This is an optimization exercise on Yosys and OpenROAD, whose aim is small area, a short achievable clock period and few clock cycles per item, not a production implementation.
Function was checked by simulation only, so behaviour that the tests miss may differ from the original.
In every run shown here, the design's own scripts or RTL, not TritonCTS, make the clock network.
The flow treats the clock pin as an ideal source. Dropping or thinning the clock tree relies on that and would not hold on a real chip.
Power is estimated from default activity; no workload was simulated.

**design/flow/config.mk**
```make
export PLATFORM = sky130hd
export DESIGN_NAME = automaton
export DESIGN_NICKNAME = automaton
export VERILOG_FILES = /design/flow/design.v
export SDC_FILE = /design/flow/constraint.sdc
export NUM_CORES = 8
export LEC_CHECK = 0
export ABC_AREA = 1
export CAP_MARGIN = 20
export CORE_MARGIN = 2
export CORE_UTILIZATION = 50
export GPL_ROUTABILITY_DRIVEN = 1
export GPL_TIMING_DRIVEN = 1
export PLACE_DENSITY = 0.6
export SLEW_MARGIN = 20
export SYNTH_HIERARCHICAL = 1
```
**design/flow/constraint.sdc**
```tcl
create_clock -name core_clock -period 10.0 [get_ports {clk}]
set_input_delay 2.0000 -clock core_clock [delete_from_list [all_inputs] [get_ports {clk}]]
set_output_delay 2.0000 -clock core_clock [all_outputs]
set_load 0.01 [all_outputs]
```
**design/flow/flow/synth_own.tcl**
```tcl
# The standard synthesis script (synth_recipe.tcl), with one change: ABC
# maps the top module with abc_own.script (beside this file: map -a and mfs2,
# for area) and the two small modules that carry the late inputs (rule and
# world_in) with ORFS's own script. Registers, their names and their cell
# types are the standard synthesis's.
set own_abc_script [file normalize [file join [file dirname [info script]] abc_own.script]]
proc synth {args} { yosys synth -nofsm -noshare {*}$args }
proc abc {args} {
  set i [lsearch -exact $args -script]
  if {$i < 0} { yosys abc {*}$args; return }
  set late {automaton_pick}
  set own $args
  lset own [expr {$i + 1}] $::own_abc_script
  yosys abc {*}$own automaton automaton_rule
  yosys abc {*}$args {*}$late
}
source $::env(SCRIPTS_DIR)/synth.tcl
# left out here: clear keep_hierarchy, flatten, clean up, hide names made inside functions, write 1_2_yosys.v
```
**design/flow/standard.sh**
```bash
#!/bin/bash
# synth_recipe.tcl (not shown) runs the flow's synth.tcl, then flattens the netlist and writes it again
# the make line also repeats each setting of config.mk as NAME=value (left out here)
make -C /OpenROAD-flow-scripts/flow DESIGN_CONFIG=/design/flow/config.mk WORK_HOME=/design/flow/orfs CLKGATE_MAP_FILE= SYNTH_SCRIPT=/design/flow/synth_recipe.tcl "${@:-finish}"
```
**design/flow/flow/abc_own.script**
```
strash
dch
map -a
mfs2
strash
dch
map -a
topo
stime -c
buffer -c
upsize -c
dnsize -c
```
**design/flow/flow/own_cts.tcl**
```tcl
# Own clock tree, sourced as PRE_CTS_TCL. The clock port drives 4 clock
# buffers directly, and each buffer drives the clock pins of one group of
# flip-flops. With OWN_CTS_INV1 and OWN_CTS_INV2 set, each buffer is instead a
# pair of inverters: the port drives the first, the first drives only the
# second, and the second drives the group. The groups come from two cuts of
# the placed flip-flops: one across x or y, then one across each half the
# other way. The cut positions are searched so that the group with the
# largest estimated load (pin capacitance plus the wire of a minimum spanning
# tree) is as light as it can be. Every flip-flop is the same number of stages
# from the clock port.
# The tree is built in place of TritonCTS, that is after the CTS step's
# repair_clock_inverters (which would otherwise copy the inverters next to
# every flip-flop); the rest of the CTS step (legalisation, repair_timing)
# runs as usual.

# estimated load of a group in fF: 1.8 fF per clock pin, 0.12 fF per um of
# the minimum spanning tree over the pins (Prim)
proc own_cts_cost {pts} {
  set n [llength $pts]
  if {$n == 0} { return 0 }
  set xs [lmap p $pts {lindex $p 0}]
  set ys [lmap p $pts {lindex $p 1}]
  set in [lrepeat $n 0]
  set d [lrepeat $n 1e18]
  lset d 0 0
  set tot 0.0
  for {set k 0} {$k < $n} {incr k} {
    set best -1; set bd 1e18
    for {set i 0} {$i < $n} {incr i} {
      if {![lindex $in $i] && [lindex $d $i] < $bd} { set bd [lindex $d $i]; set best $i }
    }
    lset in $best 1
    set tot [expr {$tot + $bd}]
    set bx [lindex $xs $best]; set by [lindex $ys $best]
    for {set i 0} {$i < $n} {incr i} {
      if {![lindex $in $i]} {
        set dd [expr {abs([lindex $xs $i] - $bx) + abs([lindex $ys $i] - $by)}]
        if {$dd < [lindex $d $i]} { lset d $i $dd }
      }
    }
  }
  return [expr {1.8 * $n + 0.12 * $tot}]
}

# cut a list of {x y iterm} at fraction f along axis (0: x, 1: y)
proc own_cts_cut {pts axis f} {
  set pts [lsort -real -index $axis $pts]
  set k [expr {int(round([llength $pts] * $f))}]
  return [list [lrange $pts 0 [expr {$k - 1}]] [lrange $pts $k end]]
}

proc own_cts_build {} {
  set db [ord::get_db]
  set block [ord::get_db_block]
  set bufcell sky130_fd_sc_hd__clkbuf_16
  if {[info exists ::env(OWN_CTS_BUF)]} { set bufcell $::env(OWN_CTS_BUF) }
  set master [$db findMaster $bufcell]
  set inv1 ""
  if {[info exists ::env(OWN_CTS_INV1)] && [info exists ::env(OWN_CTS_INV2)]} {
    set inv1 [$db findMaster $::env(OWN_CTS_INV1)]
    set inv2 [$db findMaster $::env(OWN_CTS_INV2)]
  }
  set clknet [$block findNet clk]
  set dbu [$block getDbUnitsPerMicron]

  set sinks {}
  foreach it [$clknet getITerms] {
    set bb [[$it getInst] getBBox]
    set x [expr {([$bb xMin] + [$bb xMax]) / 2.0 / $dbu}]
    set y [expr {([$bb yMin] + [$bb yMax]) / 2.0 / $dbu}]
    lappend sinks [list $x $y $it]
  }
  puts "own_cts: [llength $sinks] clock sinks"

  set fracs {0.38 0.40 0.42 0.44 0.46 0.48 0.50 0.52 0.54 0.56 0.58 0.60 0.62}
  set best {}
  set bestcost 1e18
  foreach axis {0 1} {
    foreach f1 $fracs {
      set sub {}
      set worst 0
      foreach h [own_cts_cut $sinks $axis $f1] {
        set hb {}; set hc 1e18
        foreach f2 $fracs {
          set q [own_cts_cut $h [expr {1 - $axis}] $f2]
          set c [expr {max([own_cts_cost [lindex $q 0]], [own_cts_cost [lindex $q 1]])}]
          if {$c < $hc} { set hc $c; set hb $q }
        }
        lappend sub {*}$hb
        set worst [expr {max($worst, $hc)}]
      }
      if {$worst < $bestcost} { set bestcost $worst; set best $sub }
    }
  }
  puts "own_cts: worst estimated group load [format %.1f $bestcost] fF"

  set i 0
  foreach g $best {
    set sx 0.0; set sy 0.0
    foreach p $g { set sx [expr {$sx + [lindex $p 0]}]; set sy [expr {$sy + [lindex $p 1]}] }
    set cx [expr {int($sx / [llength $g] * $dbu)}]
    set cy [expr {int($sy / [llength $g] * $dbu)}]
    set net [odb::dbNet_create $block "clknet_own_$i"]
    $net setSigType CLOCK
    if {$inv1 eq ""} {
      set inst [odb::dbInst_create $block $master "clkbuf_own_$i"]
      [$inst findITerm A] connect $clknet
      [$inst findITerm X] connect $net
      set placed [list $inst]
    } else {
      set a [odb::dbInst_create $block $inv1 "clkinv_own_a$i"]
      set b [odb::dbInst_create $block $inv2 "clkinv_own_b$i"]
      set mid [odb::dbNet_create $block "clknet_own_m$i"]
      $mid setSigType CLOCK
      [$a findITerm A] connect $clknet
      [$a findITerm Y] connect $mid
      [$b findITerm A] connect $mid
      [$b findITerm Y] connect $net
      set placed [list $b $a]
    }
    foreach p $g {
      set it [lindex $p 2]
      $it disconnect
      $it connect $net
    }
    set dx 0
    foreach inst $placed {
      $inst setLocation [expr {$cx + $dx}] $cy
      $inst setPlacementStatus PLACED
      set dx [expr {$dx + [[$inst getMaster] getWidth]}]
    }
    puts "own_cts: group $i at ($cx, $cy): [llength $g] sinks, estimated [format %.1f [own_cts_cost $g]] fF"
    incr i
  }
}

rename clock_tree_synthesis tritoncts_unused
proc clock_tree_synthesis {args} {
  own_cts_build
  puts "own_cts: clock tree built by own_cts.tcl, TritonCTS skipped"
  set_propagated_clock [all_clocks]
}
```
**design/flow/flow/run.sh**
```bash
#!/bin/bash
set -euo pipefail
bash standard.sh SYNTH_SCRIPT=$(pwd)/flow/synth_own.tcl SETUP_SLACK_MARGIN=7.2 BUFFER_PORTS_ARGS="-buffer_cell sky130_fd_sc_hd__buf_1" PRE_CTS_TCL=$(pwd)/flow/own_cts.tcl OWN_CTS_BUF=sky130_fd_sc_hd__buf_16 finish > standard.log 2>&1
```
**design/flow/design.v**
```verilog
`timescale 1ns / 1ps
module automaton_rule(
    input  [31:0] rule,
    input  [15:0] sel,          
    output        n0,
    output        n1);
    wire [15:0] e0, e1;
    genvar i;
    generate
        for (i = 0; i < 16; i = i + 1) begin : g
            assign e0[i] = rule[{i[3:1], 1'b0, i[0]}];
            assign e1[i] = rule[{i[3:1], 1'b1, i[0]}];
        end
    endgenerate
    assign n0 = |(sel & e0);
    assign n1 = |(sel & e1);
endmodule
module automaton_pick(
    input         world_in,
    input         ch0,
    input         ch1,
    input         is_read,
    input  [12:0] wr,           
    input  [12:0] rd,           
    output        do_wr,
    output [12:0] nxt);
    assign do_wr = is_read & (world_in ? ch1 : ch0);
    assign nxt   = do_wr ? wr : rd;
endmodule
module automaton(
    input               clk,
    input               rst,
    input      [31:0]   rule,
    output reg [5:0]    row,
    output reg [5:0]    col,
    output reg          world_we,
    input               world_in,
    output reg          world_out,
    output reg          update_done);
    reg [17:0] sr;          
    reg [63:0] st;          
    reg        c0, c1;      
    reg        em;          
    reg        vq;          
    reg        halo;        
    reg        first;       
    reg        is_read;     
    reg  [5:0] nr_row, nr_col;
    reg        nr_halo;
    always @* begin
        if (is_read & halo) begin
            nr_row  = (col == 6'd63) ? row : row - 6'd8;
            nr_col  = col + 6'd1;
            nr_halo = 1'b0;
        end else begin
            nr_row  = row + ((~is_read & (col == 6'd63)) ? 6'd9 : 6'd1);
            nr_col  = is_read ? col : col + 6'd1;
            nr_halo = (row[2:0] == 3'd7);
        end
    end
    wire       rh = is_read & halo;             
    wire       rd = is_read & ~halo;            
    wire       ncol0 = rd ? (col == 6'd0) : (col == 6'd63);    
    wire       mW    = rd ? (col == 6'd1) : (col == 6'd0);     
    wire       j0    = rh | (row[2:0] == 3'd7);                
    wire       mN    = rh ? (row == 6'd8) :                    
                       rd ? ((col == 6'd0) ? (row == 6'd7) : (row == 6'd63)) :
                            (row == 6'd63);
    wire       mS    = rh ? 1'b0 :                             
                       rd ? ((col == 6'd0) ? (row == 6'd6) : (row == 6'd62)) :
                            (row == 6'd62);
    wire       tS = is_read ? sr[6]  : sr[7];
    wire       tC = is_read ? sr[7]  : sr[8];
    wire       tN = is_read ? sr[8]  : sr[9];
    wire       tW = is_read ? sr[16] : sr[17];
    wire       bN = (j0 ? st[63] : tN) & ~mN;
    wire       bW = tW & ~mW;
    wire       bS = tS & ~mS;
    wire       valid = ~nr_halo & ~(first & ncol0);
    wire       n0, n1;
    automaton_rule lut(.rule(rule), .sel(16'd1 << {bN, bW, tC, bS}),
                       .n0(n0), .n1(n1));
    wire       ch0 = vq & (c0 ^ sr[8]);
    wire       ch1 = vq & ((em ? c0 : c1) ^ sr[8]);
    wire [5:0] wr_row = (col == 6'd0) ? row - 6'd8 : row;
    wire       do_wr;
    wire [5:0] n_row, n_col;
    wire       n_halo;
    automaton_pick pick(.world_in(world_in), .ch0(ch0), .ch1(ch1),
                        .is_read(is_read),
                        .wr(rst ? 13'd0 : {wr_row, col - 6'd1, 1'b0}),
                        .rd(rst ? 13'd0 : {nr_row, nr_col, nr_halo}),
                        .do_wr(do_wr), .nxt({n_row, n_col, n_halo}));
    always @(posedge clk) begin
        if (is_read)
            sr <= {sr[16:0], world_in};
        if (is_read & ~halo & (row[2:0] == 3'd0))
            st <= {st[62:0], sr[1]};
        world_out <= ~sr[8];
        row <= n_row;
        col <= n_col;
        halo <= n_halo;
        world_we <= do_wr & ~rst;
        is_read <= ~(do_wr & ~rst);
        c0 <= n0;
        c1 <= n1;
        em <= ncol0;
        if (rst) begin
            vq <= 1'b0;
            first <= 1'b1;
            update_done <= 1'b0;
        end else begin
            vq <= valid;
            first <= first & (col == 6'd0);
            update_done <= is_read & halo & ~first & (row == 6'd8) & (col == 6'd0);
        end
    end
endmodule
```
==> flow_summary.json, run 1 <==
{
  "status": "timing/DRC/antenna clean",
  "vias_per_cell": 5.42,
  "r2r_start": "is_read$_DFF_P_",
  "syn_avg_cell_area_sq_um": 12.2,
  "yosysWarnings": 7,
  "path_buf_inv": 1,
  "area_growth_pct": 9.97,
  "slowest_stage": "dfxtp_2",
  "r2r_slack_ns": 7.43,
  "p_int_mw": 1.06,
  "crit_path_start": "row[2]$_DFF_P_",
  "routedWlPerCell_um": 14.9,
  "vias": 2799,
  "critPathKind": "register to output port",
  "cp-start-kind": "register",
  "multiInputGateArea_sq_mm": 0.00131,
  "finalCritPeriodShare_pct": 27.8,
  "seq_power_share_pct": 54.7,
  "cts.clk_slew.worst_paths_ns": 0.10,
  "maxUsedRoutingLayer": "met4",
  "whs_path_depth": 0,
  "power.density_mw_per_mm2": 341,
  "setup_viol": 0,
  "antenna_found_initial": 0,
  "die_width_um": 97.6,
  "io_pins": 50,
  "final_cell_area_sq_mm": 0.00482,
  "n_fill_cell": 725,
  "synth_compound_area_share_pct": 11.1,
  "start_util_pct": 51.0,
  "port_buffers": 49,
  "pwr-share-clk_pct": 11.4,
  "hold_path_end": "st[58]$_DFFE_PP_",
  "synth_top_family_by_area": "simple AND/OR/NAND/NOR gates",
  "firstDrtPassIters": 4,
  "r2r_end": "c0$_DFF_P_",
  "met1_length_um": 3720,
  "crit_cells": 1,
  "synthArstFlopShare_pct": 0,
  "vdd_drop_max_v": 0.000164,
  "insertion_delay_ns": 0.13,
  "reg2reg_depth": 10,
  "post_synth_num_cell_types": 33,
  "p_sw_mw": 0.585,
  "rsz0062_at_grt": "false",
  "arrival_ns": 0.78,
  "rows": 34,
  "grt_usage_pct": 15.3,
  "ys_ff_latch": 104,
  "relSlewSlack_pct": 48.5,
  "dieArea_sq_mm": 0.00952,
  "synth_simple_gate_area_share_pct": 15.1,
  "synth_cells": 360,
  "drive_above_1_share_pct": 12.5,
  "synthXorXnorAreaFrac_pct": 0.400,
  "min-delay-start": "st[57]$_DFFE_PP_",
  "hp-class": "register to register",
  "slowest_delay_ns": 0.46,
  "cap_viol_max_count": 0,
  "ant_nets": 0,
  "p_leak_nw": 1.78,
  "setup_tns_ns": 0,
  "grt-ovfl-total": 0,
  "min_period_ns": 2.78,
  "synthMuxAreaShare_pct": 0,
  "ff_latch_area_sq_mm": 0.00292,
  "syn_area_sq_mm": 0.00438,
  "ctsHoldBuffers": 0,
  "insertedDiodeCount": 0,
  "maxSlewViolCount": 0,
  "grt_pass1_wl_um": 12300,
  "critPathTopFamily": "flip-flops",
  "tightest_slew_ns": 0.773,
  "place_ws_ns": 6.48,
  "critPathRequiredTime_ns": 8.00,
  "cp_cell_sequence": "buf_1",
  "grt_pass1_vias": 2521,
  "syn-num-nets": 405,
  "placed_cell_area_sq_mm": 0.00469,
  "skew_ns": 0.00819,
  "hpwlAfterDp_um": 4910,
  "core-area_sq_mm": 0.00859,
  "drt_iter0_drc": 208,
  "comb_power_share_pct": 33.9,
  "drc_errors": 0,
  "hold_violations": 0,
  "wl_met3_um": 410,
  "fmax_ghz": 0.360,
  "grt_max_degree": 65,
  "ys.flop_type": "edfxtp_1",
  "hold_ws_ns": 0.426,
  "routed_wl_um": 7670,
  "die_h_um": 97.6,
  "synth_edf_count": 82,
  "finalWorstSetupSlack_ns": 7.22,
  "path_max_fanout": 8,
  "routed-wl-met2_um": 3460,
  "ys_seq_area_share_pct": 66.3,
  "nets": 455,
  "switching_share_pct": 35.6,
  "worst_setup_path_end_kind": "output port",
  "synthAdderAreaFrac_pct": 2.86,
  "gp_congestion": 0.843
}
power by group through the flow:
stage                     Combinational [mW]  Sequential, mW  Clock, mW
final                                  0.556           0.898      0.187
after global routing                   0.625           0.919      0.210
after CTS                              0.558           0.899      0.196
after detailed placement               0.558           0.898          0
after global placement                 0.550           0.899          0
after floorplan                        0.436           0.874          0
kinds of logic after synthesis:
kind of cell,after synthesis
and+or+nand+nor,135
buffers and inverters,43
DFF,104
other,1
AOI/OAI and AO/OA,65
adders and majority gates,10
xor gates and xnor gates,2
final cells by class:
class / instances / area share, %
inverters: 37 / 3.09
repair buffers: 50 / 4.08
plain buffers: 4 / 2.29
well taps: 108 / 2.81
flip-flops and latches: 104 / 60.6
multi-input cells: 213 / 27.2
per-module statistics from Yosys (local to each module, per instance):
module | cells | flops+latches
automaton | 290 | 104
automaton_pick | 52 | 0
automaton_rule | 18 | 0
Yosys cell counts, drive strengths merged (2+ instances only):
library cell  instances  area [sq um]
o21ai                19          95.1
inv                  37           139
nand2                46           188
or2                   2          12.5
a21oi                23           115
a31oi                 3          18.8
nor2                 40           170
nor3                 12          60.1
xor2                  2          17.5
buf                   4          35.0
clkbuf                2          7.51
a221oi               10           138
ha                   10           125
nand3                26           155
nand4                 8          71.3
a22o                  8          70.1
dfxtp                22           440
edfxtp               82          2460
flip-flops by register name, indices dropped and copies added (netlist names), 6 cells and up:
signal / cells
row: 6
col: 6
sr: 18
st: 64
cells in the final DEF, fill, tap and decap left out, drive strengths merged, types with 2 or more instances in the layout:
| master | n |
|---|---|
| nor2 | 40 |
| o21ai | 19 |
| nand2 | 46 |
| or2 | 2 |
| buf | 52 |
| xor2 | 2 |
| a221oi | 10 |
| a31oi | 3 |
| nor3 | 12 |
| inv | 37 |
| ha | 10 |
| clkbuf | 2 |
| a21oi | 23 |
| edfxtp | 82 |
| dfxtp | 22 |
| nand4 | 8 |
| a22o | 8 |
| nand3 | 26 |
metrics by stage:
stage | total power [mW] | util, % | cells
2_1_floorplan | 1.31 | - | 360
3_3_place_gp | 1.45 | 54.5 | 512
3_5_place_dp | 1.46 | 54.5 | 512
4_1_cts | 1.65 | 55.9 | 516
5_1_grt | 1.75 | 56.0 | 516
6_report | 1.64 | 56.0 | 516
routing by layer:
layer | up-vias | track usage, %
met5 | - | 0
met4 | 0 | 1.60
met1 | 1322 | 23.7
met2 | 82 | 24.6
met3 | 7 | 1.22
li1 | 1388 | -
timing repair:
| item | CTS | global route |
|---|---|---|
| setup endpoints to repair | 21 | 20 |
| resized for setup | 10 | 7 |
| setup buffers | 0 | 0 |
worst max-delay path by stage:
stage                                  to  slack (ns)
after global routing               row[2]        7.21
after floorplan           st[0]$_DFFE_PP_        7.18
after CTS                          col[0]        7.21
final                              row[2]        7.22
after detailed placement   row[1]$_DFF_P_        6.48
after global placement     row[2]$_DFF_P_        6.51
Testbench counts, summed over its fixed seeds: cycles 2,499,633, generations 384.
==> run 2, diff against run 1 <==
==> design/flow/flow/run.sh (replaced) <==
#!/bin/bash
set -euo pipefail
bash standard.sh SYNTH_SCRIPT=$(pwd)/flow/synth_own.tcl SETUP_SLACK_MARGIN=7.2 BUFFER_PORTS_ARGS="-buffer_cell sky130_fd_sc_hd__buf_1" PRE_CTS_TCL=$(pwd)/flow/own_cts.tcl OWN_CTS_INV1=sky130_fd_sc_hd__inv_16 OWN_CTS_INV2=sky130_fd_sc_hd__inv_16 finish > standard.log 2>&1
==> flow_summary.json, run 2 <==
{
  "post_synth_num_cell_types": 33,
  "fmax_ghz": 0.362,
  "area_growth_pct": 11.0,
  "vias_per_cell": 5.40,
  "yosysTopAreaCell": "edfxtp_1",
  "largest_reg_flops": 64,
  "wl_met3_um": 273,
  "synthArstFlopShare_pct": 0,
  "ys_seq_area_share_pct": 66.3,
  "critPathTopFamily": "flip-flops",
  "status": "timing/DRC/antenna clean",
  "antenna_found_initial": 0,
  "routedWlPerCell_um": 15.0,
  "r2r_start": "is_read$_DFF_P_",
  "firstDrtPassIters": 5,
  "hpwlAfterDp_um": 4910,
  "relSlewSlack_pct": 48.3,
  "nets": 459,
  "drt_iter0_drc": 196,
  "ant_nets": 0,
  "syn-num-nets": 405,
  "cts.clk_slew.worst_paths_ns": 0.08,
  "crit_path_start": "col[0]$_DFF_P_",
  "finalWorstSetupSlack_ns": 7.24,
  "min_period_ns": 2.76,
  "grt_usage_pct": 15.5,
  "yosysWarnings": 7,
  "ys_ff_latch": 104,
  "p_leak_nw": 1.81,
  "synthTopCellsByCount": "82 x edfxtp_1, 42 x nand2_1, 36 x nor2_1, 29 x inv_1, 24 x nand3_1",
  "grt_pass1_wl_um": 12400,
  "vdd_drop_max_v": 0.000136,
  "grt_pass1_vias": 2576,
  "io_pins": 50,
  "cap_viol_max_count": 0,
  "grt_max_degree": 65,
  "start_util_pct": 51.0,
  "die_width_um": 97.6,
  "met1_length_um": 3910,
  "regMostFlops": "st",
  "setup_viol": 0,
  "power.density_mw_per_mm2": 342,
  "routed-wl-met2_um": 3500,
  "finalCritPeriodShare_pct": 27.6,
  "core-area_sq_mm": 0.00859,
  "hp-class": "register to register",
  "rows": 34,
  "insertedDiodeCount": 0,
  "synth_top_area_share_pct": 56.2,
  "drive_above_1_share_pct": 12.4,
  "grt-ovfl-total": 0,
  "critPathRequiredTime_ns": 8.00,
  "ctsHoldBuffers": 0,
  "port_buffers": 49,
  "final_cell_mix": "82 x edfxtp_1, 47 x buf_1, 42 x nand2_1",
  "cts_setup_buffers": 0,
  "syn_area_sq_mm": 0.00438,
  "synth.area.top_cells": "edfxtp_1 56%, dfxtp_1 10%, nand2_1 3.6%",
  "routed_wl_um": 7800,
  "rsz0062_at_grt": "false",
  "critPathKind": "register to output port",
  "die_h_um": 97.6,
  "maxUsedRoutingLayer": "met4",
  "synth_cells": 360,
  "ys.flop_type": "edfxtp_1",
  "gp_congestion": 0.843,
  "drc_errors": 0,
  "tightest_slew_ns": 0.776,
  "reg_top3": "st: 64 flops, sr: 18 flops",
  "final_common_cell": "edfxtp_1",
  "place_ws_ns": 6.48,
  "skew_ns": 0.0126,
  "syn_avg_cell_area_sq_um": 12.2,
  "insertion_delay_ns": 0.11,
  "arrival_ns": 0.76,
  "path_buf_inv": 1,
  "power_mw": 1.66,
  "maxSlewViolCount": 0,
  "synth_most_common_cell": "edfxtp_1",
  "synth_edf_count": 82,
  "cp_cell_sequence": "buf_1",
  "hold_ws_ns": 0.418,
  "min-delay-start": "st[57]$_DFFE_PP_",
  "path_max_fanout": 7,
  "slowest_delay_ns": 0.47,
  "cp-start-kind": "register",
  "slowest_stage": "dfxtp_1",
  "worst_setup_path_end_kind": "output port",
  "vias": 2807,
  "setup_tns_ns": 0,
  "dieArea_sq_mm": 0.00952,
  "hold_violations": 0,
  "post-route-util_pct": 56.6
}
run 2: cell types whose count changed in the layout (fill, tap and decap cells not counted), sizes merged:
cell    before  now
inv         37   45
buf         52   49
clkbuf       2    1
run 2: through the flow:
step           instance area [sq um]  cells
3_5_place_dp                    4690    512
3_3_place_gp                    4690    512
2_1_floorplan                   4400    360
5_1_grt                         4860    520
4_1_cts                         4850    520
6_report                        4860    520
run 2: path summary, 6_finish.rpt:
check / end / slack [ns] / cells past startpoint
hold reg to reg: st[58]$_DFFE_PP_ / 0.42 / 0
hold / removal: st[58]$_DFFE_PP_ / 0.42 / 0
setup reg to reg: c0$_DFF_P_ / 7.41 / 10
setup / recovery: col[0] / 7.24 / 1
run 2: cell type report:
class	instances	area [sq um]
multi-input combinational	213	1310
sequential	104	2910
inverter	45	309
fill	725	3730
timing repair buffer	50	196
tap	108	135
run 2: layer usage:
metal | up-vias | track usage [%]
li1 | 1400 | -
met1 | 1338 | 23.8
met2 | 60 | 24.6
met3 | 9 | 1.37
met4 | 0 | 2.67
met5 | - | 0
run 2: repair_timing:
action	in CTS	in global routing
pin swaps	0	0
gates cloned	0	0
gates resized for setup	9	4
setup endpoints to repair	20	10
run 2: Yosys stat by module, one instance, submodules excluded:
| module | cells | copies in the design |
|---|---|---|
| automaton_rule | 18 | 1 |
| automaton_pick | 52 | 1 |
| automaton | 290 | 1 |
run 2: kinds of logic (layout without fill, tap and decap cells):
kind of cell	count (synthesis)	after routing	synth area share (%)
simple gates	135	135	15.1
flops	104	104	66.3
xor+xnor	2	2	0.400
other cells	1	1	0.0856
fa+ha+maj	10	10	2.86
compound gates	65	65	11.1
buf+inv	43	95	4.14
run 2: where the power goes:
part | switching [mW] | internal [mW]
logic | 0.378 | 0.178
registers | 0.112 | 0.788
clock network | 0.146 | 0.0627
==> run 3, diff against run 2 <==
==> design/flow/flow/run.sh (replaced) <==
#!/bin/bash
set -euo pipefail
bash standard.sh SYNTH_SCRIPT=$(pwd)/flow/synth_own.tcl SETUP_SLACK_MARGIN=7.2 BUFFER_PORTS_ARGS="-buffer_cell sky130_fd_sc_hd__buf_1" PRE_CTS_TCL=$(pwd)/flow/own_cts.tcl OWN_CTS_INV1=sky130_fd_sc_hd__inv_8 OWN_CTS_INV2=sky130_fd_sc_hd__inv_16 finish > standard.log 2>&1
==> flow_summary.json, run 3 <==
{
  "firstDrtPassIters": 5,
  "hpwlAfterDp_um": 4910,
  "ant_nets": 0,
  "synthArstFlopShare_pct": 0,
  "die_h_um": 97.6,
  "insertedDiodeCount": 0,
  "insertion_delay_ns": 0.11,
  "relSlewSlack_pct": 48.0,
  "slowest_stage": "dfxtp_1",
  "synth_cells": 360,
  "status": "timing/DRC/antenna clean",
  "drc_errors": 0,
  "gp_congestion": 0.843,
  "fmax_ghz": 0.363,
  "setup_tns_ns": 0,
  "path_max_fanout": 7,
  "maxSlewViolCount": 0,
  "regMostFlops": "st",
  "syn_avg_cell_area_sq_um": 12.2,
  "worst_setup_path_end_kind": "output port",
  "port_buffers": 49,
  "skew_ns": 0.0111,
  "vdd_drop_max_v": 0.000158,
  "dpl.cell_count": 512,
  "area_growth_pct": 10.2,
  "nets": 459,
  "ys.flop_type": "edfxtp_1",
  "path_buf_inv": 1,
  "tightest_slew_ns": 0.780,
  "ctsHoldBuffers": 0,
  "start_util_pct": 51.0,
  "dieArea_sq_mm": 0.00952,
  "rsz0062_at_grt": "false",
  "antenna_found_initial": 0,
  "ys_seq_area_share_pct": 66.3,
  "setup_viol": 0,
  "largest_reg_flops": 64,
  "drt_iter0_drc": 172,
  "syn-num-nets": 405,
  "arrival_ns": 0.76,
  "multiInputGateArea_sq_mm": 0.00131,
  "io_pins": 50,
  "grt_pass1_wl_um": 12400,
  "critPathKind": "register to output port",
  "critPathRequiredTime_ns": 8.00,
  "syn_area_sq_mm": 0.00438,
  "rows": 34,
  "cap_viol_max_count": 0,
  "min_period_ns": 2.76,
  "synth.area.top_cells": "edfxtp_1 56%, dfxtp_1 10%, nand2_1 3.6%",
  "grt_max_degree": 65,
  "cts_setup_buffers": 0,
  "finalCritPeriodShare_pct": 27.6,
  "cp-start-kind": "register",
  "slowest_delay_ns": 0.47,
  "n_fill_cell": 729,
  "synth_edf_count": 82,
  "synth_top_area_share_pct": 56.2,
  "critPathTopFamily": "flip-flops",
  "power.density_mw_per_mm2": 341,
  "die_width_um": 97.6,
  "grt_pass1_vias": 2580,
  "hold_violations": 0,
  "final_cell_mix": "82 x edfxtp_1, 47 x buf_1, 42 x nand2_1",
  "routed_wl_um": 7760,
  "yosysTopAreaCell": "edfxtp_1",
  "routedWlPerCell_um": 14.9,
  "ff_latch_area_sq_mm": 0.00291,
  "cts.clk_slew.worst_paths_ns": 0.08,
  "grt-ovfl-total": 0,
  "vias": 2805,
  "fin_cells": 520,
  "post_synth_num_cell_types": 33,
  "synth_most_common_cell": "edfxtp_1",
  "hp-class": "register to register",
  "p_leak_nw": 1.79,
  "cp_cell_sequence": "buf_1",
  "ys_ff_latch": 104,
  "grt_usage_pct": 15.4,
  "post_cts_resized": 9,
  "synthTopCellsByCount": "82 x edfxtp_1, 42 x nand2_1, 36 x nor2_1, 29 x inv_1, 24 x nand3_1",
  "drive_above_1_share_pct": 12.4,
  "vias_per_cell": 5.39,
  "core-area_sq_mm": 0.00859,
  "final_common_cell": "edfxtp_1",
  "reg_top3": "st: 64 flops, sr: 18 flops",
  "yosysWarnings": 7
}
-- run 3: path summary, 6_finish.rpt --
kind	startpoint	endpoint	slack, ns	cells past startpoint
setup / recovery	col[0]$_DFF_P_	col[0]	7.24	1
hold reg to reg	st[57]$_DFFE_PP_	st[58]$_DFFE_PP_	0.42	0
hold / removal	st[57]$_DFFE_PP_	st[58]$_DFFE_PP_	0.42	0
setup reg to reg	is_read$_DFF_P_	c0$_DFF_P_	7.41	10
-- run 3: modules after synthesis, one instance, submodules excluded --
module	times used	cells
automaton	1	290
automaton_rule	1	18
automaton_pick	1	52
-- run 3: cells by family (layout without fill, tap and decap cells) --
family          count (synthesis)  after routing  synth area share [%]
simple gates                  135            135                  15.1
flops                         104            104                  66.3
compound gates                 65             65                  11.1
buf+inv                        43             95                  4.14
fa+ha+maj                      10             10                  2.86
xor+xnor                        2              2                 0.400
other cells                     1              1                0.0856
-- run 3: per-stage QoR --
step / total power [mW] / area, sq um / setup WS, ns / util, % / hold WS (ns)
final: 1.65 / 4830 / 7.24 / 56.2 / 0.418
after detailed placement: 1.46 / 4690 / 6.48 / 54.5 / 0.405
after global routing: 1.76 / 4830 / 7.20 / 56.2 / 0.429
after CTS: 1.66 / 4820 / 7.21 / 56.1 / 0.422
after global placement: 1.45 / 4690 / 6.51 / 54.5 / 0.400
after floorplan: 1.31 / 4400 / 7.18 / - / 0.400
-- run 3: area by class of cell --
type / count / area share (%)
inverters: 45 / 5.68
multi-input cells: 213 / 27.1
flip-flops and latches: 104 / 60.3
well taps: 108 / 2.80
repair buffers: 50 / 4.07
-- run 3: power breakdown --
part,internal (mW),switching (mW),total [mW]
clock,0.0471,0.145,0.192
combinational,0.178,0.376,0.555
sequential,0.787,0.112,0.900
total,1.01,0.634,1.65
-- run 3: worst reg2reg max path: cells and delay by family, from the launching register on --
family	cells	cell delay [ns]
AOI/OAI and AO/OA	3	0.65
buffers and inverters	2	0.23
DFF	1	0.70
and+or+nand+nor	5	0.87
-- run 3: layer usage --
| metal | vias up | routed length, um | share of wire [%] | GRT usage (%) |
|---|---|---|---|---|
| met5 | - | 0 | 0 | 0 |
| met3 | 8 | 316 | 4.1 | 1.22 |
| li1 | 1398 | - | - | - |
| met2 | 66 | 3540 | 46 | 24.6 |
| met1 | 1333 | 3810 | 49 | 23.8 |
| met4 | 0 | 99 | 1.3 | 2.46 |
==> run 4, diff against run 3 <==
==> design/flow/flow/run.sh (replaced) <==
#!/bin/bash
set -euo pipefail
bash standard.sh SETUP_SLACK_MARGIN=7.3 BUFFER_PORTS_ARGS="-buffer_cell sky130_fd_sc_hd__buf_1" PRE_CTS_TCL=$(pwd)/flow/own_cts.tcl  finish > standard.log 2>&1
removed: design/flow/flow/abc_own.script
removed: design/flow/flow/synth_own.tcl
==> flow_summary.json, run 4 <==
{
  "yosysWarnings": 7,
  "start_util_pct": 51.7,
  "vias_per_cell": 5.13,
  "ys_seq_area_share_pct": 64.1,
  "synth_most_common_cell": "nand2_1",
  "cp-start-kind": "input port",
  "area_growth_pct": 13.7,
  "setup_tns_ns": 0,
  "firstDrtPassIters": 5,
  "vdd_drop_max_v": 0.000177,
  "dieArea_sq_mm": 0.00983,
  "rsz0062_at_grt": "true",
  "largest_reg_flops": 64,
  "synth_top_area_share_pct": 54.4,
  "rows": 34,
  "die_width_um": 99.2,
  "regMostFlops": "st",
  "hold_violations": 0,
  "relSlewSlack_pct": 61.2,
  "antenna_found_initial": 0,
  "power_mw": 1.72,
  "post_synth_num_cell_types": 32,
  "drt_iter0_drc": 180,
  "setup_viol": 0,
  "hold_ws_ns": 0.425,
  "hp-class": "register to register",
  "r2r_slack_ns": 7.67,
  "placed_cell_area_sq_mm": 0.00480,
  "nets": 535,
  "synth.area.top_cells": "edfxtp_1 54%, dfxtp_1 9.7%, nand2_1 9.1%",
  "finalCritPeriodShare_pct": 26.9,
  "drive_above_1_share_pct": 16.6,
  "multiInputGateArea_sq_mm": 0.00142,
  "place_ws_ns": 6.69,
  "core-area_sq_mm": 0.00876,
  "port_buffers": 49,
  "syn_area_sq_mm": 0.00453,
  "synthArstFlopShare_pct": 0,
  "grt-ovfl-total": 0,
  "ys_ff_latch": 104,
  "worst_setup_path_end_kind": "register",
  "reg_top3": "st: 64 flops, sr: 18 flops",
  "syn_avg_cell_area_sq_um": 10.6,
  "fmax_ghz": 0.372,
  "ys.flop_type": "edfxtp_1",
  "syn-num-nets": 471,
  "insertion_delay_ns": 0.16,
  "vias": 3055,
  "p_leak_nw": 2.10,
  "synth_cells": 426,
  "maxSlewViolCount": 0,
  "die_h_um": 99.2,
  "grt_usage_pct": 15.8,
  "routedWlPerCell_um": 13.8,
  "arrival_ns": 2.79,
  "io_pins": 50,
  "n_fill_cell": 756,
  "grt_pass1_vias": 2747,
  "path_max_fanout": 11,
  "finalWorstSetupSlack_ns": 7.31,
  "min_period_ns": 2.69,
  "grt_max_degree": 65,
  "cts.clk_slew.worst_paths_ns": 0.10,
  "ant_nets": 0,
  "final_common_cell": "nand2_1",
  "ff_latch_area_sq_mm": 0.00295,
  "critPathRequiredTime_ns": 10.10,
  "critPathKind": "input port to register",
  "hpwlAfterDp_um": 5130,
  "routed_wl_um": 8240,
  "final_cell_mix": "109 x nand2_1, 82 x edfxtp_1, 39 x inv_1",
  "yosysTopAreaCell": "edfxtp_1",
  "power.density_mw_per_mm2": 334,
  "status": "timing/DRC/antenna clean",
  "grt_pass1_wl_um": 12900,
  "final_cell_area_sq_mm": 0.00515,
  "cap_viol_max_count": 0,
  "skew_ns": 0.0100,
  "insertedDiodeCount": 0,
  "synthTopCellsByCount": "110 x nand2_1, 82 x edfxtp_1, 40 x inv_1, 37 x nor2_1",
  "tightest_slew_ns": 0.576,
  "synth_edf_count": 82,
  "drc_errors": 0,
  "gp_congestion": 0.825
}
## run 4: cell types whose count changed in the layout (fill, tap and decap cells not counted), sizes merged, moves of 6 or more
cell,delta
nand2,+70
a221oi,-10
buf,+14
nor3,-6
a22o,-8
nor2,+6
## run 4: metal layers
metal	vias up	global-route usage, %	wire length [um]
met4	0	1.79	125
met2	86	26.9	3820
li1	1559	-	-
met5	-	0	0
met3	9	0.773	372
met1	1401	23.7	3920
## run 4: worst max-delay path, stage by stage
cell and delay (ns):
buf_8 0.12, clkinvlp_4 0.12, buf_8 0.13, o21ai_0 0.07, a21oi_1 0.16, nand3_1 0.11
nand2_1 0.07
## run 4: area by class of cell
| cell class | count | area share [%] |
|---|---|---|
| flip-flops and latches | 104 | 57.3 |
| multi-input cells | 270 | 27.5 |
| repair buffers | 65 | 7.24 |
| inverters | 45 | 3.40 |
| well taps | 108 | 2.62 |
| plain buffers | 4 | 1.94 |
## run 4: metrics by stage
step | instances | util, %
floorplan | 426 | -
global route | 596 | 58.8
CTS | 587 | 57.3
global placement | 577 | 54.8
detailed placement | 577 | 54.8
finish | 596 | 58.8
## run 4: logic make-up (layout without fill, tap and decap cells)
family,after synthesis,count (layout),synth area share (%)
other,1,1,0.0828
DFF,104,104,64.1
muxes,1,1,0.221
buffers and inverters,53,114,5.22
and+or+nand+nor,209,210,22.0
xor gates and xnor gates,2,2,0.387
adders and majority gates,10,10,2.76
AOI/OAI and AO/OA,46,46,5.22
## run 4: repair_timing
item                                    in CTS  in global routing
pin swaps                                    0                  2
buffers inserted                             6                  7
endpoints found under the setup margin      28                 86
hold buffers                                 0                  0
cloned                                       0                  2
resized for setup                           37                 14
## run 4: Yosys stat by module, one instance, submodules excluded
module,times used,flops+latches,area [sq um]
automaton,1,104,4010
automaton_rule,1,0,268
automaton_pick,1,0,249
## run 4: where the power goes
| group | internal (mW) | switching [mW] | total [mW] |
|---|---|---|---|
| clock network | 0.0735 | 0.0965 | 0.170 |
| registers | 0.803 | 0.0875 | 0.890 |
| logic | 0.209 | 0.449 | 0.658 |
## run 4: final timing paths
check	from	end	cells past startpoint
worst max register to register	is_read$_DFF_P_	c0$_DFF_P_	15
worst max-delay path	rst	col[3]$_DFF_P_	7
worst min-delay path	st[59]$_DFFE_PP_	st[60]$_DFFE_PP_	0
worst min register to register	st[59]$_DFFE_PP_	st[60]$_DFFE_PP_	0
==> run 5, diff against run 4 <==
==> design/flow/flow/run.sh (replaced) <==
#!/bin/bash
set -euo pipefail
bash standard.sh SETUP_SLACK_MARGIN=7.2 BUFFER_PORTS_ARGS="-buffer_cell sky130_fd_sc_hd__buf_1" PRE_CTS_TCL=$(pwd)/flow/own_cts.tcl  finish > standard.log 2>&1
==> flow_summary.json, run 5 <==
{
  "drt_iter0_drc": 180,
  "cap_viol_max_count": 0,
  "ys.flop_type": "edfxtp_1",
  "n_fill_cell": 790,
  "vias": 2970,
  "setup_tns_ns": 0,
  "finalWorstSetupSlack_ns": 7.24,
  "port_buffers": 49,
  "synth_simple_gate_area_share_pct": 22.0,
  "die_width_um": 99.2,
  "ant_nets": 0,
  "r2r_start": "is_read$_DFF_P_",
  "arrival_ns": 0.76,
  "status": "timing/DRC/antenna clean",
  "synth.area.top_cells": "edfxtp_1 54%, dfxtp_1 9.7%, nand2_1 9.1%",
  "critPathTopFamily": "flip-flops",
  "firstDrtPassIters": 4,
  "hold_violations": 0,
  "min_period_ns": 2.76,
  "setup_viol": 0,
  "vias_per_cell": 5.09,
  "relSlewSlack_pct": 49.0,
  "synth_top_area_share_pct": 54.4,
  "area_growth_pct": 9.37,
  "routed_wl_um": 7590,
  "ctsHoldBuffers": 0,
  "routedWlPerCell_um": 13.0,
  "skew_ns": 0.0103,
  "rsz0062_at_grt": "false",
  "tightest_slew_ns": 0.765,
  "reg_top3": "st: 64 flops, sr: 18 flops",
  "synthArstFlopShare_pct": 0,
  "place_ws_ns": 6.70,
  "power.density_mw_per_mm2": 335,
  "synthMuxAreaShare_pct": 0.221,
  "dpl.cell_count": 577,
  "crit_cells": 1,
  "synth_compound_area_share_pct": 5.22,
  "io_pins": 50,
  "vdd_drop_max_v": 0.000168,
  "synth_top_family_by_area": "simple AND/OR/NAND/NOR gates",
  "final_common_cell": "nand2_1",
  "worst_setup_path_end_kind": "output port",
  "synthXorXnorAreaFrac_pct": 0.387,
  "cp-start-kind": "register",
  "regMostFlops": "st",
  "core-area_sq_mm": 0.00876,
  "antenna_found_initial": 0,
  "largest_reg_flops": 64,
  "yosysWarnings": 7,
  "synth_most_common_cell": "nand2_1",
  "slowest_delay_ns": 0.43,
  "drive_above_1_share_pct": 10.9,
  "syn-num-nets": 471,
  "crit_path_start": "col[3]$_DFF_P_",
  "path_buf_inv": 1,
  "critPathKind": "register to output port",
  "hpwlAfterDp_um": 5030,
  "slowest_stage": "dfxtp_4",
  "finalCritPeriodShare_pct": 27.6,
  "grt_max_degree": 65,
  "fmax_ghz": 0.362,
  "synthTopCellsByCount": "110 x nand2_1, 82 x edfxtp_1, 40 x inv_1, 37 x nor2_1",
  "final_cell_mix": "110 x nand2_1, 82 x edfxtp_1, 48 x buf_1",
  "grt_pass1_wl_um": 12500,
  "cp_cell_sequence": "buf_1",
  "hp-class": "register to register",
  "start_util_pct": 51.7,
  "reg2reg_depth": 5,
  "maxSlewViolCount": 0,
  "ys_seq_area_share_pct": 64.1,
  "post_synth_num_cell_types": 32,
  "endpoint": "col[3]",
  "synth_edf_count": 82,
  "r2r_slack_ns": 7.69,
  "synthAdderAreaFrac_pct": 2.76,
  "syn_area_sq_mm": 0.00453,
  "insertion_delay_ns": 0.16,
  "yosysTopAreaCell": "edfxtp_1",
  "gp_congestion": 0.801,
  "grt_pass1_vias": 2698,
  "path_max_fanout": 9,
  "fin_cells": 583,
  "nets": 522,
  "r2r_end": "st[31]$_DFFE_PP_",
  "rows": 34,
  "critPathRequiredTime_ns": 8.00,
  "dieArea_sq_mm": 0.00983,
  "synth_cells": 426,
  "syn_avg_cell_area_sq_um": 10.6,
  "grt_usage_pct": 15.2,
  "drc_errors": 0,
  "insertedDiodeCount": 0,
  "cts.clk_slew.worst_paths_ns": 0.10,
  "p_leak_nw": 1.96,
  "grt-ovfl-total": 0,
  "ys_ff_latch": 104,
  "die_h_um": 99.2
}
run 5: per-stage QoR:
step                      power [mW]  util [%]  cell area (sq um)  hold WS, ns
final                           1.66      56.5               4950        0.420
after global routing            1.79      56.5               4950        0.423
after CTS                       1.67      56.3               4940        0.424
after detailed placement        1.49      54.8               4800        0.405
after global placement          1.48      54.8               4800        0.401
after floorplan                 1.34         -               4530        0.400
run 5: layer usage:
| metal | track usage (%) | routed length [um] | up-vias |
|---|---|---|---|
| li1 | - | - | 1527 |
| met1 | 23.7 | 3790 | 1379 |
| met2 | 24.5 | 3430 | 58 |
| met3 | 0.562 | 295 | 6 |
| met4 | 2.53 | 80 | 0 |
| met5 | 0 | 0 | - |
run 5: cell families after synthesis:
family	after synthesis
and+or+nand+nor	209
DFF	104
buffers and inverters	53
AOI/OAI and AO/OA	46
adders and majority gates	10
xor gates and xnor gates	2
other	1
muxes	1
run 5: timing repair:
| item | CTS | global route |
|---|---|---|
| resized for setup | 10 | 8 |
| endpoints found under the setup margin | 22 | 64 |
| pin swaps | 0 | 0 |
| endpoints found under the hold margin | 0 | 0 |
| buffers inserted | 2 | 0 |
run 5: worst min path at each step:
stage | start | endpoint | cells past startpoint | slack (ns)
floorplan | sr[10]$_DFFE_PP_ | sr[11]$_DFFE_PP_ | 0 | 0.40
global placement | st[59]$_DFFE_PP_ | st[60]$_DFFE_PP_ | 0 | 0.40
detailed placement | sr[12]$_DFFE_PP_ | sr[13]$_DFFE_PP_ | 0 | 0.40
CTS | st[54]$_DFFE_PP_ | st[55]$_DFFE_PP_ | 0 | 0.42
global route | sr[3]$_DFFE_PP_ | sr[4]$_DFFE_PP_ | 0 | 0.42
finish | st[54]$_DFFE_PP_ | st[55]$_DFFE_PP_ | 0 | 0.42
run 5: area by class of cell:
type	instances	area (sq um)	area share, %
flip-flops and latches	104	2920	59.1
multi-input cells	269	1400	28.2
repair buffers	53	221	4.47
inverters	45	175	3.54
well taps	108	135	2.73
plain buffers	4	100	2.02
run 5: per-module statistics from Yosys (local to each module, per instance):
module	copies in the design	area (sq um)
automaton	1	4010
automaton_rule	1	268
automaton_pick	1	249
run 5: where the power goes:
group          switching [mW]  internal, mW  total [mW]  leakage (nW)
Combinational           0.412         0.172       0.584         0.918
Sequential              0.106         0.798       0.904         0.996
Clock                  0.0962        0.0734       0.170        0.0493
Total                   0.614          1.04        1.66          1.96
==> run 6, diff against run 5 <==
==> design/flow/flow/run.sh (replaced) <==
#!/bin/bash
set -euo pipefail
bash standard.sh SETUP_SLACK_MARGIN=7.1 BUFFER_PORTS_ARGS="-buffer_cell sky130_fd_sc_hd__buf_1" PRE_CTS_TCL=$(pwd)/flow/own_cts.tcl  finish > standard.log 2>&1
==> flow_summary.json, run 6 <==
{
  "core-area_sq_mm": 0.00876,
  "ctsHoldBuffers": 0,
  "ys.flop_type": "edfxtp_1",
  "min-delay-start": "st[54]$_DFFE_PP_",
  "worst_setup_path_end_kind": "output port",
  "r2r_slack_ns": 7.70,
  "antenna_found_initial": 0,
  "io_pins": 50,
  "drt_iter0_drc": 189,
  "cp-start-kind": "register",
  "status": "timing/DRC/antenna clean",
  "yosysTopAreaCell": "edfxtp_1",
  "path_max_fanout": 9,
  "final_common_cell": "nand2_1",
  "drc_errors": 0,
  "hp-class": "register to register",
  "p_leak_nw": 1.96,
  "routed_wl_um": 7570,
  "synthMuxAreaShare_pct": 0.221,
  "nets": 522,
  "place_ws_ns": 6.70,
  "final_cell_mix": "110 x nand2_1, 82 x edfxtp_1, 48 x buf_1",
  "finalWorstSetupSlack_ns": 7.18,
  "skew_ns": 0.00991,
  "slowest_delay_ns": 0.47,
  "ys_seq_area_share_pct": 64.1,
  "synth.area.top_cells": "edfxtp_1 54%, dfxtp_1 9.7%, nand2_1 9.1%",
  "gp_congestion": 0.801,
  "fin_cells": 583,
  "grt-ovfl-total": 0,
  "routedWlPerCell_um": 13.0,
  "die_h_um": 99.2,
  "vdd_drop_max_v": 0.000168,
  "firstDrtPassIters": 4,
  "tightest_slew_ns": 0.762,
  "yosysWarnings": 7,
  "drive_above_1_share_pct": 9.68,
  "path_buf_inv": 1,
  "grt_pass1_wl_um": 12500,
  "min_period_ns": 2.82,
  "grt_pass1_vias": 2698,
  "finalCritPeriodShare_pct": 28.2,
  "syn-num-nets": 471,
  "dpl.cell_count": 577,
  "hold_violations": 0,
  "largest_reg_flops": 64,
  "maxSlewViolCount": 0,
  "crit_path_start": "col[3]$_DFF_P_",
  "synthTopCellsByCount": "110 x nand2_1, 82 x edfxtp_1, 40 x inv_1, 37 x nor2_1",
  "rows": 34,
  "fmax_ghz": 0.355,
  "area_growth_pct": 8.90,
  "grt_max_degree": 65,
  "dieArea_sq_mm": 0.00983,
  "syn_avg_cell_area_sq_um": 10.6,
  "synthAdderAreaFrac_pct": 2.76,
  "port_buffers": 49,
  "critPathTopFamily": "flip-flops",
  "cts.clk_slew.worst_paths_ns": 0.10,
  "vias_per_cell": 5.07,
  "synth_compound_area_share_pct": 5.22,
  "power.density_mw_per_mm2": 335,
  "start_util_pct": 51.7,
  "arrival_ns": 0.82,
  "synth_most_common_cell": "nand2_1",
  "synthArstFlopShare_pct": 0,
  "crit_cells": 1,
  "reg_top3": "st: 64 flops, sr: 18 flops",
  "vias": 2958,
  "synth_edf_count": 82,
  "syn_area_sq_mm": 0.00453,
  "post-route-util_pct": 56.3,
  "power_mw": 1.65,
  "hpwlAfterDp_um": 5030,
  "insertion_delay_ns": 0.16,
  "grt_usage_pct": 15.2,
  "slowest_stage": "dfxtp_2",
  "insertedDiodeCount": 0,
  "synth_cells": 426,
  "synth_top_area_share_pct": 54.4,
  "hold_path_end": "st[55]$_DFFE_PP_",
  "synth_top_family_by_area": "simple AND/OR/NAND/NOR gates",
  "die_width_um": 99.2,
  "reg2reg_depth": 5,
  "setup_tns_ns": 0,
  "r2r_start": "is_read$_DFF_P_",
  "cp_cell_sequence": "buf_1",
  "regMostFlops": "st",
  "post_synth_num_cell_types": 32,
  "critPathRequiredTime_ns": 8.00,
  "cap_viol_max_count": 0,
  "ant_nets": 0,
  "synth_simple_gate_area_share_pct": 22.0,
  "setup_viol": 0,
  "r2r_end": "st[31]$_DFFE_PP_",
  "rsz0062_at_grt": "false",
  "relSlewSlack_pct": 49.2,
  "synthXorXnorAreaFrac_pct": 0.387,
  "whs_path_depth": 0,
  "critPathKind": "register to output port",
  "ys_ff_latch": 104
}
-- run 6: worst max path at each step --
stage,endpoint,slack (ns)
after floorplan,st[0]$_DFFE_PP_,7.21
after global placement,col[3]$_DFF_P_,6.75
after detailed placement,col[2]$_DFF_P_,6.70
after CTS,col[4],7.15
after global routing,col[4]$_DFF_P_,7.14
final,col[3],7.18
-- run 6: Yosys stat by module, one instance, submodules excluded --
module | cell area, sq um | copies in the design | flip-flops and latches
automaton_pick | 249 | 1 | 0
automaton | 4010 | 1 | 104
automaton_rule | 268 | 1 | 0
-- run 6: cells by family after synthesis --
logic type,count (synthesis)
adders and majority gates,10
other,1
and+or+nand+nor,209
DFF,104
AOI/OAI and AO/OA,46
xor gates and xnor gates,2
muxes,1
buffers and inverters,53
-- run 6: area by class of cell --
cell class                      instances  area [sq um]
Fill cell                             790          3830
Multi-Input combinational cell        269          1400
Inverter                               45           175
Timing Repair Buffer                   53           215
Tap cell                              108           135
Sequential cell                       104          2910
Buffer                                  4           100
-- run 6: what timing repair did --
action                                  4_1_cts  5_1_grt
buffers inserted                              2        0
gates cloned                                  0        0
gates resized for setup                       4        3
endpoints found under the setup margin       17        3
-- run 6: power breakdown --
part | total (mW) | internal (mW) | switching, mW
Combinational | 0.583 | 0.171 | 0.411
Clock | 0.169 | 0.0734 | 0.0959
Sequential | 0.900 | 0.794 | 0.106
Total | 1.65 | 1.04 | 0.613
-- run 6: per-layer routing --
layer / share of wire (%) / track usage [%]
met3: 3.5 / 0.562
met1: 50 / 23.7
met5: 0 / 0
met2: 46 / 24.5
met4: 1.1 / 2.53
-- run 6: through the flow --
stage | cell area [sq um] | hold slack (ns)
after floorplan | 4530 | 0.400
after global placement | 4800 | 0.401
after detailed placement | 4800 | 0.405
after CTS | 4930 | 0.424
after global routing | 4930 | 0.423
final | 4930 | 0.419
==> run 7, diff against run 6 <==
--- a/design/flow/design.v
+++ b/design/flow/design.v
@@ -45,30 +45,23 @@
     reg        halo;        
     reg        first;       
     reg        is_read;     
-    reg  [5:0] nr_row, nr_col;
-    reg        nr_halo;
-    always @* begin
-        if (is_read & halo) begin
-            nr_row  = (col == 6'd63) ? row : row - 6'd8;
-            nr_col  = col + 6'd1;
-            nr_halo = 1'b0;
-        end else begin
-            nr_row  = row + ((~is_read & (col == 6'd63)) ? 6'd9 : 6'd1);
-            nr_col  = is_read ? col : col + 6'd1;
-            nr_halo = (row[2:0] == 3'd7);
-        end
-    end
+    wire [2:0] s_ = row[5:3];
+    wire [2:0] j_ = row[2:0];
     wire       rh = is_read & halo;             
     wire       rd = is_read & ~halo;            
-    wire       ncol0 = rd ? (col == 6'd0) : (col == 6'd63);    
-    wire       mW    = rd ? (col == 6'd1) : (col == 6'd0);     
-    wire       j0    = rh | (row[2:0] == 3'd7);                
-    wire       mN    = rh ? (row == 6'd8) :                    
-                       rd ? ((col == 6'd0) ? (row == 6'd7) : (row == 6'd63)) :
-                            (row == 6'd63);
-    wire       mS    = rh ? 1'b0 :                             
-                       rd ? ((col == 6'd0) ? (row == 6'd6) : (row == 6'd62)) :
-                            (row == 6'd62);
+    wire       col0  = (col == 6'd0);
+    wire       col63 = (col == 6'd63);
+    wire       j7 = (j_ == 3'd7);
+    wire [2:0] sd = rh ? (col63 ? 3'd0 : 3'd7) : {2'b00, j7} + {2'b00, ~is_read & col63};
+    wire [5:0] nr_row = {s_ + sd, rh ? j_ : j_ + 3'd1};
+    wire [5:0] nr_col = col + {5'd0, ~rd};
+    wire       nr_halo = ~rh & j7;
+    wire       ncol0 = rd ? col0 : col63;                      
+    wire       mW    = rd ? (col == 6'd1) : col0;              
+    wire       j0    = rh | j7;                                
+    wire       q     = (rd & col0) ? (s_ == 3'd0) : (s_ == 3'd7);
+    wire       mN    = rh ? (s_ == 3'd1) : (j7 & q);           
+    wire       mS    = ~rh & (j_ == 3'd6) & q;                 
     wire       tS = is_read ? sr[6]  : sr[7];
     wire       tC = is_read ? sr[7]  : sr[8];
     wire       tN = is_read ? sr[8]  : sr[9];
@@ -82,7 +75,7 @@
                        .n0(n0), .n1(n1));
     wire       ch0 = vq & (c0 ^ sr[8]);
     wire       ch1 = vq & ((em ? c0 : c1) ^ sr[8]);
-    wire [5:0] wr_row = (col == 6'd0) ? row - 6'd8 : row;
+    wire [5:0] wr_row = {col0 ? s_ - 3'd1 : s_, j_};
     wire       do_wr;
     wire [5:0] n_row, n_col;
     wire       n_halo;
==> design/flow/flow/run.sh (replaced) <==
#!/bin/bash
set -euo pipefail
bash standard.sh SETUP_SLACK_MARGIN=7.2 BUFFER_PORTS_ARGS="-buffer_cell sky130_fd_sc_hd__buf_1" PRE_CTS_TCL=$(pwd)/flow/own_cts.tcl  finish > standard.log 2>&1
==> flow_summary.json, run 7 <==
{
  "status": "timing/DRC/antenna clean",
  "p_leak_nw": 1.99,
  "gp_congestion": 0.814,
  "slowest_stage": "dfxtp_2",
  "synth_cells": 416,
  "firstDrtPassIters": 4,
  "ant_nets": 0,
  "antenna_found_initial": 0,
  "r2r_slack_ns": 7.54,
  "critPathRequiredTime_ns": 8.00,
  "grt_usage_pct": 14.7,
  "cts.clk_slew.worst_paths_ns": 0.09,
  "hold_ws_ns": 0.424,
  "syn_area_sq_mm": 0.00449,
  "dpl.cell_count": 569,
  "grt_pass1_vias": 2499,
  "seq_power_share_pct": 55.5,
  "hold_violations": 0,
  "final_cell_mix": "110 x nand2_1, 82 x edfxtp_1, 48 x buf_1",
  "vdd_drop_max_v": 0.000177,
  "hold_path_end": "st[52]$_DFFE_PP_",
  "cap_viol_max_count": 0,
  "cp_cell_sequence": "buf_1",
  "yosysWarnings": 7,
  "setup_tns_ns": 0,
  "insertedDiodeCount": 0,
  "cp-start-kind": "register",
  "power.density_mw_per_mm2": 325,
  "placed_cell_area_sq_mm": 0.00478,
  "arrival_ns": 0.76,
  "hp-class": "register to register",
  "critPathKind": "register to output port",
  "insertion_delay_ns": 0.16,
  "start_util_pct": 51.5,
  "synth_most_common_cell": "nand2_1",
  "rows": 34,
  "pwr-share-clk_pct": 10.7,
  "path_buf_inv": 1,
  "multiInputGateArea_sq_mm": 0.00136,
  "relSlewSlack_pct": 49.8,
  "vias_per_cell": 5.01,
  "reg_top3": "st: 64 flops, sr: 18 flops",
  "synth_top_area_share_pct": 54.8,
  "core-area_sq_mm": 0.00872,
  "ys_ff_latch": 104,
  "drive_above_1_share_pct": 10.5,
  "die_width_um": 98.8,
  "drt_iter0_drc": 145,
  "p_int_mw": 1.02,
  "fmax_ghz": 0.362,
  "whs_path_depth": 0,
  "r2r_start": "is_read$_DFF_P_",
  "hpwlAfterDp_um": 4790,
  "worst_setup_path_end_kind": "output port",
  "syn-num-nets": 467,
  "ff_latch_area_sq_mm": 0.00291,
  "dieArea_sq_mm": 0.00976,
  "min_period_ns": 2.76,
  "syn_avg_cell_area_sq_um": 10.8,
  "port_buffers": 49,
  "post_synth_num_cell_types": 30,
  "largest_reg_flops": 64,
  "reg2reg_depth": 12,
  "fin_cells": 575,
  "finalWorstSetupSlack_ns": 7.24,
  "n_fill_cell": 752,
  "setup_viol": 0,
  "rsz0062_at_grt": "true",
  "regMostFlops": "st",
  "post-route-util_pct": 56.4,
  "synthTopCellsByCount": "110 x nand2_1, 82 x edfxtp_1, 40 x inv_1, 36 x nor2_1, 23 x nand3_1",
  "crit_cells": 1,
  "maxSlewViolCount": 0,
  "area_growth_pct": 9.47,
  "power_mw": 1.60,
  "nets": 520,
  "grt-ovfl-total": 0,
  "routed_wl_um": 7310,
  "comb_power_share_pct": 33.8,
  "final_cell_area_sq_mm": 0.00492,
  "grt_pass1_wl_um": 12000,
  "critPathTopFamily": "flip-flops",
  "final_common_cell": "nand2_1",
  "skew_ns": 0.00720,
  "drc_errors": 0,
  "min-delay-start": "st[51]$_DFFE_PP_",
  "vias": 2883,
  "finalCritPeriodShare_pct": 27.6,
  "switching_share_pct": 36.1,
  "grt_max_degree": 65,
  "r2r_end": "row[5]$_DFF_P_",
  "routedWlPerCell_um": 12.7,
  "place_ws_ns": 6.61,
  "die_h_um": 98.8,
  "synthArstFlopShare_pct": 0,
  "p_sw_mw": 0.577,
  "yosysTopAreaCell": "edfxtp_1",
  "tightest_slew_ns": 0.753,
  "ys.flop_type": "edfxtp_1",
  "synth.area.top_cells": "edfxtp_1 55%, dfxtp_1 9.8%, nand2_1 9.2%",
  "io_pins": 50,
  "ys_seq_area_share_pct": 64.6,
  "slowest_delay_ns": 0.44,
  "synth_edf_count": 82,
  "path_max_fanout": 8
}
==> run 7: routing by layer <==
layer  global-route usage (%)  vias to the layer above  share of wire (%)  routed length (um)
li1                         -                     1479                  -                   -
met1                     23.3                     1337                 50                3680
met2                     23.4                       62                 45                3260
met3                     1.06                        5                4.3                 317
met4                    0.948                        0               0.78                  57
met5                        0                        -                  0                   0
==> run 7: repair_timing <==
action                                  4_1_cts  5_1_grt
endpoints found under the hold margin         0        0
hold buffers                                  0        0
resized for setup                             6        6
endpoints found under the setup margin       18       16
setup buffers                                 2        0
==> run 7: power by group through the flow <==
stage / Clock, mW / Sequential, mW / Combinational [mW]
floorplan: 0 / 0.872 / 0.412
global placement: 0 / 0.888 / 0.536
detailed placement: 0 / 0.886 / 0.543
CTS: 0.178 / 0.887 / 0.544
global route: 0.193 / 0.909 / 0.622
finish: 0.171 / 0.886 / 0.541
==> run 7: kinds of logic (layout without fill, tap and decap cells) <==
logic type	after synthesis	count (layout)	synth area share, %
XOR/XNOR	1	1	0.195
flip-flops	104	104	64.6
adder cells (fa/ha/maj)	16	16	4.62
AND/OR/NAND/NOR	203	203	20.9
AO/OA/AOI/OAI	36	36	4.07
multiplexers	1	1	0.223
buffers and inverters	54	105	5.24
other	1	1	0.0835
==> run 7: worst max path at each step <==
| stage | startpoint | endpoint | slack (ns) |
|---|---|---|---|
| final | col[4]$_DFF_P_ | col[4] | 7.24 |
| after global routing | rst | col[3]$_DFF_P_ | 7.19 |
| after CTS | rst | col[3]$_DFF_P_ | 7.21 |
| after detailed placement | rst | col[3]$_DFF_P_ | 6.61 |
| after global placement | rst | col[3]$_DFF_P_ | 6.65 |
| after floorplan | rst | row[4]$_DFF_P_ | 7.25 |
==> run 7: final cells by class <==
cell class,instances,share of cell area (%)
buffer,4,2.04
inverter,48,3.87
multi-input combinational,258,27.7
sequential,104,59.2
tap,108,2.75
timing repair buffer,53,4.43
==> run 7: per-module statistics from Yosys (local to each module, per instance) <==
module | cells inside | times used | cell area, sq um | flops+latches
automaton_rule | 70 | 1 | 268 | 0
automaton_pick | 52 | 1 | 249 | 0
automaton | 294 | 1 | 3980 | 104
Testbench counts of run 7, summed over its fixed seeds: cycles 2,499,633, generations 384.
==> run 8, diff against run 7 <==
==> design/flow/flow/run.sh (replaced) <==
#!/bin/bash
set -euo pipefail
bash standard.sh SYNTH_SCRIPT=$(pwd)/flow/synth_own.tcl SETUP_SLACK_MARGIN=7.2 BUFFER_PORTS_ARGS="-buffer_cell sky130_fd_sc_hd__buf_1" PRE_CTS_TCL=$(pwd)/flow/own_cts.tcl  finish > standard.log 2>&1
==> design/flow/flow/abc_own.script (new file) <==
strash
dch
map -a
mfs2
strash
dch
map -a
topo
stime -c
buffer -c
upsize -c
dnsize -c
==> design/flow/flow/synth_own.tcl (new file) <==
# The standard synthesis script (synth_recipe.tcl), with one change: ABC
# maps the top module with abc_own.script (beside this file: map -a and mfs2,
# for area) and the two small modules that carry the late inputs (rule and
# world_in) with ORFS's own script. Registers, their names and their cell
# types are the standard synthesis's.
set own_abc_script [file normalize [file join [file dirname [info script]] abc_own.script]]
proc synth {args} { yosys synth -nofsm -noshare {*}$args }
proc abc {args} {
  set i [lsearch -exact $args -script]
  if {$i < 0} { yosys abc {*}$args; return }
  set late {automaton_pick}
  set own $args
  lset own [expr {$i + 1}] $::own_abc_script
  yosys abc {*}$own automaton automaton_rule
  yosys abc {*}$args {*}$late
}
source $::env(SCRIPTS_DIR)/synth.tcl
# left out here: clear keep_hierarchy, flatten, clean up, hide names made inside functions, write 1_2_yosys.v
==> flow_summary.json, run 8 <==
{
  "core-area_sq_mm": 0.00859,
  "syn-num-nets": 410,
  "hold_violations": 0,
  "ant_nets": 0,
  "synth_cells": 359,
  "critPathKind": "register to output port",
  "vias_per_cell": 5.21,
  "crit_cells": 1,
  "largest_reg_flops": 64,
  "relSlewSlack_pct": 50.2,
  "hold_ws_ns": 0.426,
  "port_buffers": 49,
  "critPathTopFamily": "flip-flops",
  "final_common_cell": "edfxtp_1",
  "slowest_stage": "dfxtp_1",
  "cts.clk_slew.worst_paths_ns": 0.09,
  "syn_avg_cell_area_sq_um": 12.2,
  "post-route-util_pct": 55.9,
  "crit_path_start": "col[2]$_DFF_P_",
  "grt_pass1_wl_um": 12500,
  "whs_path_depth": 0,
  "ys_ff_latch": 104,
  "drt_iter0_drc": 166,
  "maxSlewViolCount": 0,
  "die_h_um": 97.6,
  "tightest_slew_ns": 0.747,
  "r2r_start": "col[1]$_DFF_P_",
  "skew_ns": 0.00695,
  "hp-class": "register to register",
  "endpoint": "col[2]",
  "grt_pass1_vias": 2583,
  "r2r_end": "c0$_DFF_P_",
  "synthTopCellsByCount": "82 x edfxtp_1, 50 x nand2_1, 33 x nor2_1, 30 x inv_1, 23 x nand3_1",
  "nets": 462,
  "power.density_mw_per_mm2": 335,
  "gp_congestion": 0.867,
  "synthMuxAreaShare_pct": 0,
  "worst_setup_path_end_kind": "output port",
  "fmax_ghz": 0.361,
  "synth.area.top_cells": "edfxtp_1 56%, dfxtp_1 10%, ha_1 4.3%",
  "vdd_drop_max_v": 0.000172,
  "area_growth_pct": 9.72,
  "regMostFlops": "st",
  "min_period_ns": 2.77,
  "die_width_um": 97.6,
  "hpwlAfterDp_um": 4820,
  "synth_compound_area_share_pct": 9.32,
  "setup_tns_ns": 0,
  "io_pins": 50,
  "synth_top_family_by_area": "simple AND/OR/NAND/NOR gates",
  "insertion_delay_ns": 0.16,
  "cap_viol_max_count": 0,
  "ys_seq_area_share_pct": 66.3,
  "syn_area_sq_mm": 0.00438,
  "rsz0062_at_grt": "false",
  "grt-ovfl-total": 0,
  "dieArea_sq_mm": 0.00952,
  "status": "timing/DRC/antenna clean",
  "yosysTopAreaCell": "edfxtp_1",
  "reg_top3": "st: 64 flops, sr: 18 flops",
  "synthXorXnorAreaFrac_pct": 0.200,
  "post_synth_num_cell_types": 37,
  "antenna_found_initial": 0,
  "routed_wl_um": 7350,
  "drc_errors": 0,
  "rows": 34,
  "synthArstFlopShare_pct": 0,
  "insertedDiodeCount": 0,
  "synth_top_area_share_pct": 56.3,
  "path_max_fanout": 5,
  "ys.flop_type": "edfxtp_1"
}
-- run 8: cell count changes in the layout (fill, tap and decap cells not counted), moves of 4 or more --
cell      previous run  this run
a221oi_2             0         8
a22o_1               0         8
inv_1               39        29
nand2_1            110        50
nand3_2              4         0
nand4_1              8         4
nor2_2               4         9
o21ai_0             17        11
-- run 8: worst min-delay path by stage --
stage	end
2_1_floorplan	sr[11]$_DFFE_PP_
3_3_place_gp	sr[4]$_DFFE_PP_
3_5_place_dp	st[3]$_DFFE_PP_
4_1_cts	st[8]$_DFFE_PP_
5_1_grt	sr[1]$_DFFE_PP_
6_report	st[8]$_DFFE_PP_
-- run 8: timing repair --
action                                  in CTS  in global routing
gates resized for setup                      7                  7
gates cloned                                 1                  0
hold endpoints to repair                     0                  0
hold buffers                                 0                  0
endpoints found under the setup margin      17                  7
buffers inserted                             1                  0
pin swaps                                    0                  0
-- run 8: cell families (layout without fill, tap and decap cells) --
group | Yosys count | after routing
simple gates | 137 | 137
xor+xnor | 1 | 1
compound gates | 54 | 54
flops | 104 | 104
other cells | 1 | 1
fa+ha+maj | 16 | 16
buf+inv | 46 | 96
-- run 8: through the flow --
stage	setup WS (ns)	cell area (sq um)	instances
detailed placement	6.53	4670	511
finish	7.23	4800	517
global placement	6.57	4670	511
CTS	7.20	4790	517
floorplan	7.22	4390	359
global route	7.20	4800	517
-- run 8: cell type report --
class                   count  area, sq um
fillers                   765         3790
flip-flops and latches    104         2910
multi-input cells         209         1280
repair buffers             52          210
inverters                  39          153
well taps                 108          135
plain buffers               4          100
repair inverters            1         7.51
-- run 8: report_power, final --
| part | total, mW | switching (mW) | internal [mW] |
|---|---|---|---|
| registers | 0.890 | 0.0950 | 0.795 |
| clock network | 0.170 | 0.0968 | 0.0735 |
| logic | 0.546 | 0.380 | 0.166 |
-- run 8: metal layers --
| metal | GRT usage, % | part of all wire (%) | vias to the layer above |
|---|---|---|---|
| met5 | 0 | 0 | - |
| met4 | 2.03 | 1.4 | 0 |
| met3 | 1.08 | 4.5 | 8 |
| met2 | 24.0 | 44 | 55 |
| met1 | 24.8 | 50 | 1271 |
| li1 | - | - | 1357 |
-- run 8: Yosys stat by module, one instance, submodules excluded --
module / times used / flops+latches / cells inside
automaton: 1 / 104 / 289
automaton_pick: 1 / 0 / 52
automaton_rule: 1 / 0 / 18

Check on run 8: ideal ports give 7.232 ns setup slack; a clkbuf_16 on the clock port and buf_2 on the inputs give 7.153 ns; moving port delays by the midpoint clock arrival (0.234 ns) as well gives 7.105 ns.
